This is an optimization exercise on Yosys and OpenROAD, whose aim is small area, a short achievable clock period and few clock cycles, not a production implementation. Where RTL was checked, it was by simulation tests only, not by an equivalence proof against the original. Power figures rest on the tool's default switching activity, not on a simulated workload.

==> run G <==
==> flow/design.v (excerpt) <==
module cpu (
    input  wire        clk,
    input  wire        rst,
    output wire [31:0] imem_addr,
    input  wire [31:0] imem_rdata,
    output wire        dmem_re,
    output wire        dmem_we,
    output wire [31:0] dmem_addr,
    output wire [31:0] dmem_wdata,
    input  wire [31:0] dmem_rdata
);
Settings: LEC_CHECK=0, CAP_MARGIN=20, CORE_MARGIN=2, CORE_UTILIZATION=40, PLACE_DENSITY=0.6, SLEW_MARGIN=20; clock period 11.0 ns.
standard.sh (not shown) runs the stock make flow with config.mk's settings and CLKGATE_MAP_FILE= SYNTH_SCRIPT=/design/flow/synth_recipe.tcl, a recipe that flattens the netlist after the stock synthesis.
==> flow/flow/run.sh <==
#!/bin/bash
# Standard layout, with timing repair aimed below the design's period
# (a larger setup slack margin).  Each step's log is in orfs/logs/.
set -euo pipefail
bash standard.sh SETUP_SLACK_MARGIN=${MARGIN:-7.3} finish > run_make.log 2>&1
==> run Y: changes against run G <==
--- a/flow/design.v
+++ b/flow/design.v
@@ -2,11 +2,11 @@
     input  wire [W-1:0] a,
     input  wire [W-1:0] b,
     input  wire         cin,
     output wire [W-1:0] s
 );
-localparam L = $clog2(W);
+localparam L = (W > 16) ? 5 : (W > 8) ? 4 : (W > 4) ? 3 : (W > 2) ? 2 : 1;
 wire [W-1:0] g [0:L];
 wire [W-1:0] p [0:L];
 wire [W-1:0] p0 = a ^ b;
 assign g[0] = (a & b) | {{(W-1){1'b0}}, p0[0] & cin};
 assign p[0] = p0;
@@ -40,15 +40,15 @@
 reg  [31:2] pcf;             
 reg  [31:2] pc_f2;           
 reg         v_f2;
 reg  [31:0] ir;              
 reg  [31:2] pc_d;
-reg  [31:2] tgt_d;
 reg         unc_d;           
 reg         v_d;
 reg  [31:1] s1_d, s2_d;      
 reg         stall;           
+reg         stall1;          
 reg  [31:0] op1, op2, sd_e;  
 reg  [31:2] tgt_e;
 reg         v_e, bq_e, ld_e, st_e, wr_e;
 reg  [4:0]  rd_e;
 reg         sub_e;
@@ -106,21 +106,22 @@
 wire [31:0] imm_i = {{20{ir[31]}}, ir[31:20]};
 wire [31:0] imm_s = {{20{ir[31]}}, ir[31:25], ir[11:7]};
 wire [31:2] link;
 ks_add #(30) u_link (.a(pc_d), .b(30'd0), .cin(1'b1), .s(link));
 wire        d_sub = d_r & ir[30] & (f3 == 3'b000);
+wire [31:0] imm_j = {{12{ir[31]}}, ir[19:12], ir[20], ir[30:21], 1'b0};
+wire [31:0] imm_b = {{20{ir[31]}}, ir[7], ir[30:25], ir[11:8], 1'b0};
+wire [31:2] tgt_d;
+ks_add #(30) u_tgt (.a(pc_d), .b(d_jal ? imm_j[31:2] : imm_b[31:2]), .cin(1'b0), .s(tgt_d));
 wire go_d = v_d & ~stall & ~misp;              
 wire [31:0] in = imem_rdata;
 wire f_jal = in[3];
 wire f_beq = in[6] & ~in[2];
 wire f_unc = f_jal | (f_beq & (in[19:15] == in[24:20]));
-wire [31:0] imm_j = {{12{in[31]}}, in[19:12], in[20], in[30:21], 1'b0};
-wire [31:0] imm_b = {{20{in[31]}}, in[7], in[30:25], in[11:8], 1'b0};
-wire [31:2] f_tgt;
-ks_add #(30) u_tgt (.a(pc_f2), .b(f_jal ? imm_j[31:2] : imm_b[31:2]), .cin(1'b0), .s(f_tgt));
 wire redir = v_d & unc_d;
-wire [31:2] fa = redir ? tgt_d : pcf;
+wire [31:2] fa = pcf;
+wire restart = stall & ~stall1;
 assign imem_addr = {fa, 2'b00};
 wire [31:2] fa_inc;
 ks_add #(30) u_inc (.a(fa), .b(30'd0), .cin(1'b1), .s(fa_inc));
 wire [31:0] nx_ir  = stall ? ir : in;
 wire        nx_v   = stall ? (v_d & ~misp) : (v_f2 & ~redir & ~misp);
@@ -136,20 +137,19 @@
       (ld_nx_m & ((nx_u1 & nx_rs1 == rd_e) | (nx_u2 & nx_rs2 == rd_e))));
 always @(posedge clk) begin
     if (wr_w)
         rf[rd_w] <= w_val;
     pc_f2 <= fa;
-    pcf   <= misp ? tgt_e : stall_nx ? fa : fa_inc;
+    pcf   <= misp ? tgt_e : redir ? tgt_d : restart ? pc_f2 : fa_inc;
     if (!stall) begin
         ir    <= in;
         pc_d  <= pc_f2;
-        tgt_d <= f_tgt;
         unc_d <= f_unc;
-        for (j = 1; j < 32; j = j + 1) begin
-            s1_d[j] <= (in[19:15] == j);
-            s2_d[j] <= (in[24:20] == j);
-        end
+    end
+    for (j = 1; j < 32; j = j + 1) begin
+        s1_d[j] <= (nx_rs1 == j);
+        s2_d[j] <= (nx_rs2 == j);
     end
     op1   <= d_jal ? {link, 2'b00} : v1;
     op2   <= d_jal ? 32'b0 : d_imm | d_ld ? imm_i : d_st ? imm_s : d_sub ? ~v2 : v2;
     sd_e  <= v2;
     tgt_e <= tgt_d;
@@ -173,16 +173,18 @@
         pcf   <= 30'd0;
         v_f2  <= 1'b0;
         v_d   <= 1'b0;
         v_e   <= 1'b0;
         stall <= 1'b0;
+        stall1 <= 1'b0;
         re_m  <= 1'b0;
         we_m  <= 1'b0;
         wr_m  <= 1'b0;
         wr_w  <= 1'b0;
     end else begin
-        v_f2  <= ~misp;
+        v_f2  <= ~misp & ~redir & ~restart;
+        stall1 <= stall;
         v_d   <= nx_v;
         v_e   <= go_d;
         stall <= stall_nx;
         re_m  <= v_e & ld_e;
         we_m  <= v_e & st_e;
==> flow/flow/run.sh (replaced) <==
#!/bin/bash
# Standard layout, with timing repair aimed below the design's period
# (a larger setup slack margin), and port buffers of a plain buffer cell.
# Each step's log is in orfs/logs/; make's own output is in run_make.log.
set -euo pipefail
bash standard.sh SETUP_SLACK_MARGIN=${MARGIN:-7.5} \
  "BUFFER_PORTS_ARGS=-buffer_cell sky130_fd_sc_hd__buf_4" finish > run_make.log 2>&1
- CORE_UTILIZATION: 40 -> 52
- CTS_CLUSTER_DIAMETER: default -> 150
- CTS_CLUSTER_SIZE: default -> 20
- PLACE_DENSITY: 0.6 -> 0.66
==> run M: changes against run G <==
==> flow/design.v (replaced) <==
module cpu (
    input  wire        clk,
    input  wire        rst,
    output wire [31:0] imem_addr,
    input  wire [31:0] imem_rdata,
    output wire        dmem_re,
    output wire        dmem_we,
    output wire [31:0] dmem_addr,
    output wire [31:0] dmem_wdata,
    input  wire [31:0] dmem_rdata
);
reg  [31:2] pcf;             
reg  [31:2] pc_f2;           
reg         v_f2;
reg  [31:0] ir;              
reg  [31:2] pc_d;
reg  [31:2] tgt_d;
reg         unc_d;           
reg         v_d;
reg         stall;           
reg  [31:0] op1, op2;        
reg  [31:2] tgt_e;
reg         v_e, bq_e, ld_e, wr_e, st_e;
reg  [4:0]  rd_e;
reg         sub_e;
reg  [5:0]  sel_e;           
reg  [31:0] res_m;           
reg  [4:0]  rd_m;
reg         wr_m, ld_m;
reg  [31:0] rf [1:31];
wire [31:0] sum  = op1 + op2 + {31'b0, sub_e};
wire [31:0] shl  = op1 << op2[4:0];
wire [31:0] shr  = op1 >> op2[4:0];
wire [31:0] alu  = ({32{sel_e[0]}} & sum) | ({32{sel_e[1]}} & shl) |
                   ({32{sel_e[2]}} & shr) | ({32{sel_e[3]}} & (op1 ^ op2)) |
                   ({32{sel_e[4]}} & (op1 | op2)) | ({32{sel_e[5]}} & (op1 & op2));
wire        misp = v_e & bq_e & (op1 == op2);
assign dmem_addr  = op1;
assign dmem_wdata = op2;
assign dmem_we    = st_e;
assign dmem_re    = ld_e;
wire [6:0] opc = ir[6:0];
wire d_jal = ir[3];
wire d_beq = ir[6] & ~ir[2];
wire d_ld  = ~ir[5] & ~ir[4];
wire d_st  = ~ir[6] & ir[5] & ~ir[4];
wire d_imm = ~ir[5] & ir[4];                   
wire d_r   = ir[5] & ir[4];                    
wire d_wr  = (~ir[5] | ir[4] | ir[2]) & (ir[11:7] != 5'd0);
wire [4:0] rs1 = ir[19:15];
wire [4:0] rs2 = ir[24:20];
wire [4:0] rd  = ir[11:7];
wire [2:0] f3  = ir[14:12];
wire e_fw = v_e & wr_e;                        
function [31:0] rdreg(input [4:0] a);
    rdreg = (a == 5'd0) ? 32'b0 : rf[a];
endfunction
wire [31:0] rf1 = rdreg(rs1);
wire [31:0] rf2 = rdreg(rs2);
wire [31:0] m_val = ld_m ? dmem_rdata : res_m;
wire hit_e1 = e_fw & (rd_e == rs1);
wire hit_e2 = e_fw & (rd_e == rs2);
wire hit_m1 = wr_m & (rd_m == rs1);
wire hit_m2 = wr_m & (rd_m == rs2);
wire [31:0] v1 = hit_e1 ? alu : hit_m1 ? m_val : rf1;
wire [31:0] v2 = hit_e2 ? alu : hit_m2 ? m_val : rf2;
wire [31:0] base = hit_m1 ? res_m : rf1;       
wire [31:0] imm_i = {{20{ir[31]}}, ir[31:20]};
wire [31:0] imm_s = {{20{ir[31]}}, ir[31:25], ir[11:7]};
wire [31:0] addr  = base + (d_st ? imm_s : imm_i);
wire [31:2] link  = pc_d + 30'd1;
wire        d_sub = d_r & ir[30] & (f3 == 3'b000);
wire go_d = v_d & ~stall & ~misp;              
wire [31:0] in = imem_rdata;
wire f_jal = in[3];
wire f_beq = in[6] & ~in[2];
wire f_unc = f_jal | (f_beq & (in[19:15] == in[24:20]));
wire [31:0] imm_j = {{12{in[31]}}, in[19:12], in[20], in[30:21], 1'b0};
wire [31:0] imm_b = {{20{in[31]}}, in[7], in[30:25], in[11:8], 1'b0};
wire [31:2] f_tgt = pc_f2 + (f_jal ? imm_j[31:2] : imm_b[31:2]);
wire redir = v_d & unc_d;
wire [31:2] fa = redir ? tgt_d : pcf;
assign imem_addr = {fa, 2'b00};
wire [31:0] nx_ir  = stall ? ir : in;
wire        nx_v   = stall ? (v_d & ~misp) : (v_f2 & ~redir & ~misp);
wire        nx_jal = nx_ir[3];
wire        nx_unc = stall ? unc_d : f_unc;
wire        nx_mem = ~nx_ir[6] & ~nx_ir[4];    
wire        nx_u2  = nx_ir[5] & ~nx_ir[4] | nx_ir[5] & ~nx_ir[2];  
wire [4:0]  nx_rs1 = nx_ir[19:15];
wire [4:0]  nx_rs2 = nx_ir[24:20];
wire        e_ld_nx = go_d & d_ld & d_wr;
wire        e_wr_nx = go_d & d_wr;
wire stall_nx = nx_v & ~nx_unc & (
      (e_ld_nx & ((~nx_jal & nx_rs1 == rd) | (nx_u2 & nx_rs2 == rd))) |
      (e_wr_nx & nx_mem & nx_rs1 == rd) |
      (v_e & ld_e & wr_e & nx_mem & nx_rs1 == rd_e));
always @(posedge clk) begin
    if (wr_m)
        rf[rd_m] <= m_val;
    pc_f2 <= fa;
    pcf   <= misp ? tgt_e : stall_nx ? fa : fa + 30'd1;
    if (!stall) begin
        ir    <= in;
        pc_d  <= pc_f2;
        tgt_d <= f_tgt;
        unc_d <= f_unc;
    end
    op1   <= d_jal ? {link, 2'b00} : (d_ld | d_st) ? addr : v1;
    op2   <= d_imm ? imm_i : d_jal ? 32'b0 : d_sub ? ~v2 : v2;
    tgt_e <= tgt_d;
    bq_e  <= d_beq & ~unc_d;
    rd_e  <= rd;
    sub_e <= d_sub;
    sel_e <= {d_r & f3 == 3'b111, d_r & f3 == 3'b110, d_r & f3 == 3'b100,
              d_r & f3 == 3'b101, d_r & f3 == 3'b001,
              d_jal | d_imm | d_r & f3 == 3'b000};
    wr_e  <= d_wr;
    st_e  <= go_d & d_st & ~rst;
    ld_e  <= go_d & d_ld & ~rst;
    res_m <= alu;
    rd_m  <= rd_e;
    ld_m  <= ld_e;
    wr_m  <= v_e & wr_e & ~rst;
    if (rst) begin
        pcf   <= 30'd0;
        v_f2  <= 1'b0;
        v_d   <= 1'b0;
        v_e   <= 1'b0;
        stall <= 1'b0;
    end else begin
        v_f2  <= ~misp;
        v_d   <= nx_v;
        v_e   <= go_d;
        stall <= stall_nx;
    end
end
endmodule
==> flow/run.sh (new file) <==
#!/bin/bash
# synth_recipe.tcl (not shown) runs the flow's synth.tcl, then flattens the netlist and writes it again
# the make line also repeats each setting of config.mk as NAME=value (left out here)
make -C /OpenROAD-flow-scripts/flow DESIGN_CONFIG=/design/flow/config.mk WORK_HOME=/design/flow/orfs CLKGATE_MAP_FILE= SYNTH_SCRIPT=/design/flow/synth_recipe.tcl finish
- ABC_CLOCK_PERIOD_IN_PS: default -> 3000
- SETUP_SLACK_MARGIN: default -> 5
removed: flow/flow/run.sh
removed: flow/standard.sh
==> results.rst <==
.. list-table::
   :header-rows: 1

   * - Metric
     - Value
   * - Skew final
     - 34.0 ps
   * - Result of the run
     - timing/DRC/antenna clean
   * - Leakage power
     - 24.4 nW
   * - Area fraction of the dominant cell type after synthesis
     - 48.3%
   * - Count of H-tree levels built during CTS
     - 3
   * - Max Fclk
     - ~0.27 GHz
   * - Die area
     - 127000 sq um
   * - Worst R2R Setup Slack
     - ~7300 ps
   * - Detailed-route wire length
     - ~300000 microns
[end of results for run Y]
==> results.rst <==
.. list-table::
   :header-rows: 1

   * - Metric
     - Value
   * - Result of the run
     - timing/DRC/antenna clean
   * - Count of H-tree levels built during CTS
     - 4
   * - Worst R2R Setup Slack
     - 5080 ps
   * - Max Fclk
     - 0.169 GHz
   * - Leakage power
     - 26.4 nW
   * - Skew final
     - 38.1 ps
   * - Die area
     - 175000 sq um
   * - Area fraction of the dominant cell type after synthesis
     - 46.7%
   * - TritonCTS Buffers
     - about 140
   * - Detailed-route wire length
     - between 200000 and 250000 microns
[end of results for run M]
==> results.rst <==
.. list-table::
   :header-rows: 1

   * - Metric
     - Value
   * - Result of the run
     - timing/DRC/antenna clean
   * - Count of H-tree levels built during CTS
     - 4
   * - Worst R2R Setup Slack
     - 7050 ps
   * - Area fraction of the dominant cell type after synthesis
     - 51.6%
   * - Detailed-route wire length
     - between 300000 and 400000 microns
   * - Max Fclk
     - 0.230 GHz
   * - Skew final
     - 35.4 ps
[end of results for run G]
Testbench counts of run Y, summed over its fixed seeds: cycles 29,421.
For run G and run M, only the layout was checked, not whether the RTL still works.

==> re-timing with driven ports <==
In the flow no input, the clock included, has a driving cell. The finished layouts below were timed again as built, in two steps.
Step 1 (the two cells are an assumption about what drives the block):
set clk [get_ports {clk}]
set_driving_cell -lib_cell sky130_fd_sc_hd__clkbuf_16 $clk
set_driving_cell -lib_cell sky130_fd_sc_hd__buf_2 [delete_from_list [all_inputs] $clk]
Step 2 also shifts input and output timing later by t, the mid clock arrival at the registers, as if the neighbouring blocks saw the same clock.
Three values: ideal, step 1, step 2; two values: the first two.
run | shift t [ns] | setup slack, ns | clock arrival spread, ns | slew at the worst register clock pin (ns) | worst slew at a driven data input, ns
run G | 0.893 | 6.650 / 6.558 / 6.023 | 0.040 / 0.040 | 0.07 / 0.07 | 0.08
run Y | 0.811 | 7.337 / 7.337 / 6.628 | 0.034 / 0.034 | 0.10 / 0.10 | 0.05
run M | 0.869 | 5.081 / 5.081 / 4.675 | 0.041 / 0.041 | 0.07 / 0.07 | 0.06
After both steps setup and hold are still met in every run listed. For run Y, which loses most, drivers alone change the setup slack by 0.000 ns; drivers and shift together by -0.709 ns.
